From an optimization exercise on the open Yosys and OpenROAD flow, aimed at small area and a short achievable clock period; shortcuts taken in it are not production practice.
Function was checked by simulation only, so behaviour that the tests miss may differ from the original.
The flow treats the clock pin as an ideal source. Dropping or thinning the clock tree relies on that and would not hold on a real chip.
No activity file was given, so power comes from the tool's default toggle rates.

==> flow/design.v (excerpt) <==
module alu_top(clk, a, b, op, out, carry_out, over_flow, zero);
Size in the first run: about 440 cells after synthesis, ~100 I/O pins.
==> flow/config.mk <==
export PLATFORM = sky130hd
export DESIGN_NAME = alu_top
export DESIGN_NICKNAME = alu_top
export VERILOG_FILES = /design/flow/design.v
export SDC_FILE = /design/flow/constraint.sdc
export NUM_CORES = 4
export LEC_CHECK = 0
export CAP_MARGIN = 20
export CORE_MARGIN = 2
export CORE_UTILIZATION = 40
export SLEW_MARGIN = 20
export SYNTH_HIERARCHICAL = 1
==> flow/constraint.sdc <==
create_clock -name core_clock -period 14.5 [get_ports {clk}]
set_input_delay 2.9000 -clock core_clock [delete_from_list [all_inputs] [get_ports {clk}]]
set_output_delay 2.9000 -clock core_clock [all_outputs]
set_load 0.01 [all_outputs]
standard.sh (not shown) runs the stock make flow with config.mk's settings and CLKGATE_MAP_FILE= SYNTH_SCRIPT=/design/flow/synth_recipe.tcl, a recipe that flattens the netlist after the stock synthesis.
==> flow/flow/run.sh <==
#!/bin/bash
# The standard layout (standard.sh) with these changes to how it is made:
#  - the port buffers are sky130 buf_1 rather than the resizer's default pick;
#  - before floorplanning every combinational cell is set to drive strength 1
#    (flow/downsize.tcl), so only the resizer's timing repair sizes cells up;
#  - the timing repair aims at a setup slack margin of SETUP_MARGIN ns;
#  - the clock port drives MCTS_K buffers that each drive the flip-flops of
#    one region (flow/cts_hook.tcl), instead of TritonCTS's two-level tree.
# Each tool's output goes to ORFS's own per-step logs under orfs/logs; make's
# output goes to standard.log.
export BUFFER_PORTS_ARGS="-buffer_cell sky130_fd_sc_hd__buf_1"
export SETUP_SLACK_MARGIN=${SETUP_MARGIN:-10.6}
export PRE_FLOORPLAN_TCL=$PWD/flow/downsize.tcl
export MCTS_K=${MCTS_K:-4}
export MCTS_CELL=${MCTS_CELL:-sky130_fd_sc_hd__buf_12}
export PRE_CTS_TCL=$PWD/flow/cts_hook.tcl
bash standard.sh > standard.log 2>&1
Other scripts of this flow, unchanged in this note and not shown: flow/flow/cts_hook.tcl, flow/flow/downsize.tcl
The first run ran to the end with no violations.
Next try:
--- a/flow/flow/run.sh
+++ b/flow/flow/run.sh
@@ -11,3 +11,3 @@
 export BUFFER_PORTS_ARGS="-buffer_cell sky130_fd_sc_hd__buf_1"
-export SETUP_SLACK_MARGIN=${SETUP_MARGIN:-10.6}
+export SETUP_SLACK_MARGIN=${SETUP_MARGIN:-10.7}
 export PRE_FLOORPLAN_TCL=$PWD/flow/downsize.tcl
--- a/flow/config.mk
+++ b/flow/config.mk
@@ -12 +12,2 @@
 export SYNTH_HIERARCHICAL = 1
+export TNS_END_PERCENT = 0
- The changed run passed the timing, DRC and antenna checks
- sequential share of layout area falls by 0.44 points
- via count rises by 1.2%
- first-iteration DRC count falls by about 16%
- setup slack gains 15 ps
- design area rises by 1.0%
- worst hold slack loses 4.8 ps
- utilization rises by 0.51 points
- total power rises by 0.49%
- critical path depth falls by 14
No run of this note takes its clock network from TritonCTS; it comes from the design's own scripts or RTL.


alu_top, a different RTL version from the one above (not shown whole).
For scale: roughly 440 cells after synthesis.
export LEC_CHECK = 0
export CAP_MARGIN = 20
export CORE_MARGIN = 2
export CORE_UTILIZATION = 40
export SLEW_MARGIN = 20
export SYNTH_HIERARCHICAL = 1
create_clock -name core_clock -period 14.5 [get_ports {clk}]
==> flow/flow/run.sh <==
#!/bin/bash
# The standard layout (standard.sh) with three changes to how it is made:
#  - the port buffers are sky130 buf_1 rather than the resizer's default pick;
#  - before floorplanning every combinational cell is set to drive strength 1
#    (flow/downsize.tcl), so only the resizer's timing repair sizes cells up;
#  - the timing repair aims at a setup slack margin of SETUP_MARGIN ns;
#  - the clock port drives MCTS_K buffers that each drive the flip-flops of
#    one region (flow/cts_hook.tcl), instead of TritonCTS's two-level tree.
# Each tool's output goes to ORFS's own per-step logs under orfs/logs; make's
# output goes to standard.log.
export BUFFER_PORTS_ARGS="-buffer_cell sky130_fd_sc_hd__buf_1"
export SETUP_SLACK_MARGIN=${SETUP_MARGIN:-10.5}
export PRE_FLOORPLAN_TCL=$PWD/flow/downsize.tcl
export MCTS_K=${MCTS_K:-4}
export MCTS_CELL=${MCTS_CELL:-sky130_fd_sc_hd__buf_12}
export PRE_CTS_TCL=$PWD/flow/cts_hook.tcl
bash standard.sh > standard.log 2>&1
Other scripts of this flow, unchanged in this note and not shown: flow/flow/cts_hook.tcl, flow/flow/downsize.tcl
The first run passed the timing, DRC and antenna checks.
Rerun with:
--- a/flow/flow/run.sh
+++ b/flow/flow/run.sh
@@ -12 +12 @@
-export SETUP_SLACK_MARGIN=${SETUP_MARGIN:-10.5}
+export SETUP_SLACK_MARGIN=${SETUP_MARGIN:-11.0}
Critical path depth came out lower by 14. Register-to-register slack gets better by 280 ps. Combinational power came out higher by 25%. Worst setup slack gets better by 180 ps. Sequential power came out higher by about 2%. Utilization came out higher by 5.7 points. Clock skew came out lower by 8.8 ps. Final cell count came out higher by 2.3%. Final area came out higher by 12%. Clock power hardly moves. First-iteration DRC count came out higher by about 12%.
Rerun with:
--- a/flow/flow/run.sh
+++ b/flow/flow/run.sh
@@ -12 +12 @@
-export SETUP_SLACK_MARGIN=${SETUP_MARGIN:-11.0}
+export SETUP_SLACK_MARGIN=${SETUP_MARGIN:-10.8}
CORE_UTILIZATION = 65   (was 40)
PLACE_DENSITY = 0.75   (was default)
Outcome: The new run produced a clean layout. Wire length fell by 3.7%. First-iteration DRC count rose by 63%. Die area fell by 37%. Maximum frequency fell by 2.9%. Total power fell by 6.6%. Final area fell by 7.5%. Clock power hardly moves.
No run of this note takes its clock network from TritonCTS; it comes from the design's own scripts or RTL.


## v6
Another version of the RTL of alu_top (not shown whole).
Size in the first run: about 440 cells after synthesis, about 100 I/O pins.
==> flow/config.mk <==
export PLATFORM = sky130hd
export DESIGN_NAME = alu_top
export DESIGN_NICKNAME = alu_top
export VERILOG_FILES = /design/flow/design.v
export SDC_FILE = /design/flow/constraint.sdc
export NUM_CORES = 4
export LEC_CHECK = 0
export CAP_MARGIN = 20
export CORE_MARGIN = 2
export CORE_UTILIZATION = 40
export SLEW_MARGIN = 20
export SYNTH_HIERARCHICAL = 1
==> flow/constraint.sdc <==
create_clock -name core_clock -period 14.5 [get_ports {clk}]
set_input_delay 2.9000 -clock core_clock [delete_from_list [all_inputs] [get_ports {clk}]]
set_output_delay 2.9000 -clock core_clock [all_outputs]
set_load 0.01 [all_outputs]
==> flow/flow/run.sh <==
#!/bin/bash
# The standard layout (standard.sh) with these changes to how it is made:
#  - the port buffers are sky130 buf_1 rather than the resizer's default pick;
#  - before floorplanning every combinational cell is set to drive strength 1
#    (flow/downsize.tcl), so only the resizer's timing repair sizes cells up;
#  - the timing repair aims at a setup slack margin of SETUP_MARGIN ns;
#  - the clock port drives MCTS_K buffers that each drive the flip-flops of
#    one region (flow/cts_hook.tcl), instead of TritonCTS's two-level tree.
# Each tool's output goes to ORFS's own per-step logs under orfs/logs; make's
# output goes to standard.log.
export BUFFER_PORTS_ARGS="-buffer_cell sky130_fd_sc_hd__buf_1"
export SETUP_SLACK_MARGIN=${SETUP_MARGIN:-10.8}
export PRE_FLOORPLAN_TCL=$PWD/flow/downsize.tcl
export MCTS_K=${MCTS_K:-4}
export MCTS_CELL=${MCTS_CELL:-sky130_fd_sc_hd__buf_12}
export PRE_CTS_TCL=$PWD/flow/cts_hook.tcl
export SKIP_GATE_CLONING=1
bash standard.sh > standard.log 2>&1
Other scripts of this flow, unchanged in this note and not shown: flow/flow/cts_hook.tcl, flow/flow/downsize.tcl
Looking at the reports, v6 completed the entire flow and the layout it produced met the timing, DRC and antenna checks.
Input-level comparison between v7 and v6:
--- a/flow/flow/run.sh
+++ b/flow/flow/run.sh
@@ -17 +16,0 @@
-export SKIP_GATE_CLONING=1
--- outcome ---
Going from v6 to v7, clock share of power now sits at about the same level; sequential cell count now sits at about the same level; combinational cell fraction of total power now sits at about the same level. From v6 to v7, cell count did not move at all. Routability congestion estimate from global placement: v6 vs v7 identical. Going from v6 to v7, worst hold slack barely changed; clock latency at the later pin of the worst-skew pair held; number of multi-input combinational cells in the layout closely matched the old numbers.
No run of this note takes its clock network from TritonCTS; it comes from the design's own scripts or RTL.


alu_top with an RTL version that a note above also has.
Size: about 440 cells after synthesis, roughly 100 I/O pins.
## alu_top
module alu_top(clk, a, b, op, out, carry_out, over_flow, zero);
input clk;
input [31:0] a, b;
input [2:0] op;
output reg [31:0] out;
output reg carry_out, over_flow, zero;
reg [31:0] a_r, b_r;
reg [2:0] op_r;
wire [31:0] alu_out;
wire alu_carry_out, alu_over_flow, alu_zero;
ALU alu_core(a_r, b_r, op_r, alu_out, alu_carry_out, alu_over_flow, alu_zero);
always @(posedge clk) begin
	a_r <= a;
	b_r <= b;
	op_r <= op;
	out <= alu_out;
	carry_out <= alu_carry_out;
	over_flow <= alu_over_flow;
	zero <= alu_zero;
end
endmodule
==> flow/config.mk <==
export PLATFORM = sky130hd
export DESIGN_NAME = alu_top
export DESIGN_NICKNAME = alu_top
export VERILOG_FILES = /design/flow/design.v
export SDC_FILE = /design/flow/constraint.sdc
export NUM_CORES = 4
export LEC_CHECK = 0
export CAP_MARGIN = 20
export CORE_MARGIN = 2
export CORE_UTILIZATION = 40
export SLEW_MARGIN = 20
export SYNTH_HIERARCHICAL = 1
export TNS_END_PERCENT = 20
==> flow/constraint.sdc <==
create_clock -name core_clock -period 14.5 [get_ports {clk}]
set_input_delay 2.9000 -clock core_clock [delete_from_list [all_inputs] [get_ports {clk}]]
set_output_delay 2.9000 -clock core_clock [all_outputs]
set_load 0.01 [all_outputs]
==> flow/flow/run.sh <==
#!/bin/bash
# The standard layout (standard.sh) with these changes to how it is made:
#  - the port buffers are sky130 buf_1 rather than the resizer's default pick;
#  - before floorplanning every combinational cell is set to drive strength 1
#    (flow/downsize.tcl), so only the resizer's timing repair sizes cells up;
#  - the timing repair aims at a setup slack margin of SETUP_MARGIN ns;
#  - the clock port drives MCTS_K buffers that each drive the flip-flops of
#    one region (flow/cts_hook.tcl), instead of TritonCTS's two-level tree.
# Each tool's output goes to ORFS's own per-step logs under orfs/logs; make's
# output goes to standard.log.
export BUFFER_PORTS_ARGS="-buffer_cell sky130_fd_sc_hd__buf_1"
export SETUP_SLACK_MARGIN=${SETUP_MARGIN:-10.7}
export PRE_FLOORPLAN_TCL=$PWD/flow/downsize.tcl
export MCTS_K=${MCTS_K:-4}
export MCTS_CELL=${MCTS_CELL:-sky130_fd_sc_hd__buf_12}
export PRE_CTS_TCL=$PWD/flow/cts_hook.tcl
bash standard.sh > standard.log 2>&1
Other scripts of this flow, unchanged in this note and not shown: flow/flow/cts_hook.tcl, flow/flow/downsize.tcl
Change:
- CORE_UTILIZATION: 40 -> 30
- TNS_END_PERCENT: 20 -> not set
The new run finished with timing, DRC and antenna clean.
Maximum frequency is lower by 0.79%.
Hold slack is better by 0.041 ns.
Global-route usage is lower by 2.6 points.
Wire length is higher by 11%.
Power is higher by 1.7%.
Change:
--- a/flow/flow/run.sh
+++ b/flow/flow/run.sh
@@ -10,5 +10,5 @@
 # output goes to standard.log.
 export BUFFER_PORTS_ARGS="-buffer_cell sky130_fd_sc_hd__buf_1"
-export SETUP_SLACK_MARGIN=${SETUP_MARGIN:-10.7}
+export SETUP_SLACK_MARGIN=${SETUP_MARGIN:-10.8}
 export PRE_FLOORPLAN_TCL=$PWD/flow/downsize.tcl
 export MCTS_K=${MCTS_K:-4}
- CORE_UTILIZATION: 30 -> 40
What happened:
- The new run went through all stages and came out clean
- clock power is lower by a few percent
- combinational power stays flat
- die area drops by a quarter to a third
- core utilization climbs by 12 points
- cell area fell slightly
- sequential power falls slightly
- first-iteration DRC count is lower by well over a third
Change:
--- a/flow/flow/run.sh
+++ b/flow/flow/run.sh
@@ -10,5 +10,5 @@
 # output goes to standard.log.
 export BUFFER_PORTS_ARGS="-buffer_cell sky130_fd_sc_hd__buf_1"
-export SETUP_SLACK_MARGIN=${SETUP_MARGIN:-10.8}
+export SETUP_SLACK_MARGIN=${SETUP_MARGIN:-10.7}
 export PRE_FLOORPLAN_TCL=$PWD/flow/downsize.tcl
 export MCTS_K=${MCTS_K:-4}
- CORE_UTILIZATION: 40 -> 55
The new run completed with no timing, DRC or antenna violations.
Cell count decreases by a few percent.
Clock skew barely changes.
Routed wire length went down by a little under a tenth.
First-iteration DRC count grows by about a fifth.
Clock power hardly moves.
Change:
- CORE_UTILIZATION: 55 -> 40
- GPL_TIMING_DRIVEN: not set -> 1
Effect: Final area is lower slightly; clock power barely changes; total power hardly moves; final cell count is higher by a few percent; worst setup slack gets better by 0.061 ns; global-route usage is lower by 4.1 points.
In every run of this note, the design's own scripts or RTL, not TritonCTS, make the clock network.


alu_top again, from the RTL that the note above started with.
## alu_top
module alu_top(clk, a, b, op, out, carry_out, over_flow, zero);
Settings: LEC_CHECK=0, CAP_MARGIN=20, CORE_MARGIN=2, CORE_UTILIZATION=40, SLEW_MARGIN=20, SYNTH_HIERARCHICAL=1; clock period 14.5 ns.
==> flow/flow/run.sh <==
#!/bin/bash
# The standard layout (standard.sh) with these changes to how it is made:
#  - the port buffers are sky130 buf_1 rather than the resizer's default pick;
#  - before floorplanning every combinational cell is set to drive strength 1
#    (flow/downsize.tcl), so only the resizer's timing repair sizes cells up;
#  - the timing repair aims at a setup slack margin of SETUP_MARGIN ns;
#  - the clock port drives MCTS_K buffers that each drive the flip-flops of
#    one region (flow/cts_hook.tcl), instead of TritonCTS's two-level tree.
# Each tool's output goes to ORFS's own per-step logs under orfs/logs; make's
# output goes to standard.log.
export BUFFER_PORTS_ARGS="-buffer_cell sky130_fd_sc_hd__buf_1"
export SETUP_SLACK_MARGIN=${SETUP_MARGIN:-10.7}
export PRE_FLOORPLAN_TCL=$PWD/flow/downsize.tcl
export MCTS_K=${MCTS_K:-4}
export MCTS_CELL=${MCTS_CELL:-sky130_fd_sc_hd__buf_12}
export PRE_CTS_TCL=$PWD/flow/cts_hook.tcl
bash standard.sh > standard.log 2>&1
Other scripts of this flow, unchanged in this note and not shown: flow/flow/cts_hook.tcl, flow/flow/downsize.tcl
Then changed:
- PLACE_DENSITY: not set -> 0.75
What happened:
- via count increases by 2.1%
- power grows by 1.2%
- fmax goes down by 1.5%
- routed wire length grows by 5.1%
- clock skew went down by 0.0040 ns
- synthesized cell count stays the same
- final cell count rises by 0.44%
- critical path depth climbs by 14
No run of this note takes its clock network from TritonCTS; it comes from the design's own scripts or RTL.

afterwards: timing with drivers on the ports:
Ports are ideal in the flow. The routed layouts listed here were re-timed in OpenROAD. Step 1 (the two cells are an assumption about what drives the block):
set clk [get_ports {clk}]
set_driving_cell -lib_cell sky130_fd_sc_hd__clkbuf_16 $clk
set_driving_cell -lib_cell sky130_fd_sc_hd__buf_2 [delete_from_list [all_inputs] $clk]
Step 2, shift: input delay + t, output delay - t, t = (earliest + latest rising clock arrival at the registers) / 2. This alone moves slack from input paths to output paths. Slacks: no drivers / after step 1 / after step 2; pairs: no drivers / after step 1.
run | t (ns) | slack for setup (ns) | hold slack, ns | latest minus earliest clock arrival (ns)
the first run of note 1 | 0.205 | 10.927 / 10.866 / 10.927 | 0.640 / 0.640 / 0.640 | 0.010 / 0.010
the second run of note 1 | 0.204 | 10.942 / 10.867 / 10.994 | 0.636 / 0.636 / 0.636 | 0.008 / 0.008
the first run of note 2 | 0.211 | 10.841 / 10.841 / 10.841 | 0.651 / 0.651 / 0.651 | 0.016 / 0.015
the second run of note 2 | 0.210 | 11.019 / 10.940 / 11.118 | 0.664 / 0.664 / 0.664 | 0.006 / 0.006
the third run of note 2 | 0.207 | 10.916 / 10.841 / 10.973 | 0.661 / 0.661 / 0.661 | 0.012 / 0.012
v6 | 0.212 | 10.945 / 10.865 / 11.058 | 0.659 / 0.659 / 0.659 | 0.014 / 0.014
v7 | 0.212 | 10.945 / 10.865 / 11.058 | 0.659 / 0.659 / 0.659 | 0.014 / 0.014
the first run of note 4 | 0.204 | 10.942 / 10.867 / 10.994 | 0.636 / 0.636 / 0.636 | 0.008 / 0.008
the second run of note 4 | 0.216 | 10.914 / 10.832 / 11.014 | 0.677 / 0.677 / 0.677 | 0.012 / 0.012
the third run of note 4 | 0.204 | 10.944 / 10.869 / 11.060 | 0.636 / 0.636 / 0.636 | 0.008 / 0.008
the fourth run of note 4 | 0.206 | 10.881 / 10.870 / 10.881 | 0.642 / 0.643 / 0.643 | 0.010 / 0.011
the fifth run of note 4 | 0.204 | 10.942 / 10.867 / 10.994 | 0.636 / 0.636 / 0.636 | 0.008 / 0.008
the first run of note 5 | 0.204 | 10.942 / 10.867 / 10.994 | 0.636 / 0.636 / 0.636 | 0.008 / 0.008
the second run of note 5 | 0.208 | 10.886 / 10.858 / 10.886 | 0.643 / 0.643 / 0.643 | 0.004 / 0.005
After both steps every run listed still meets setup and hold.
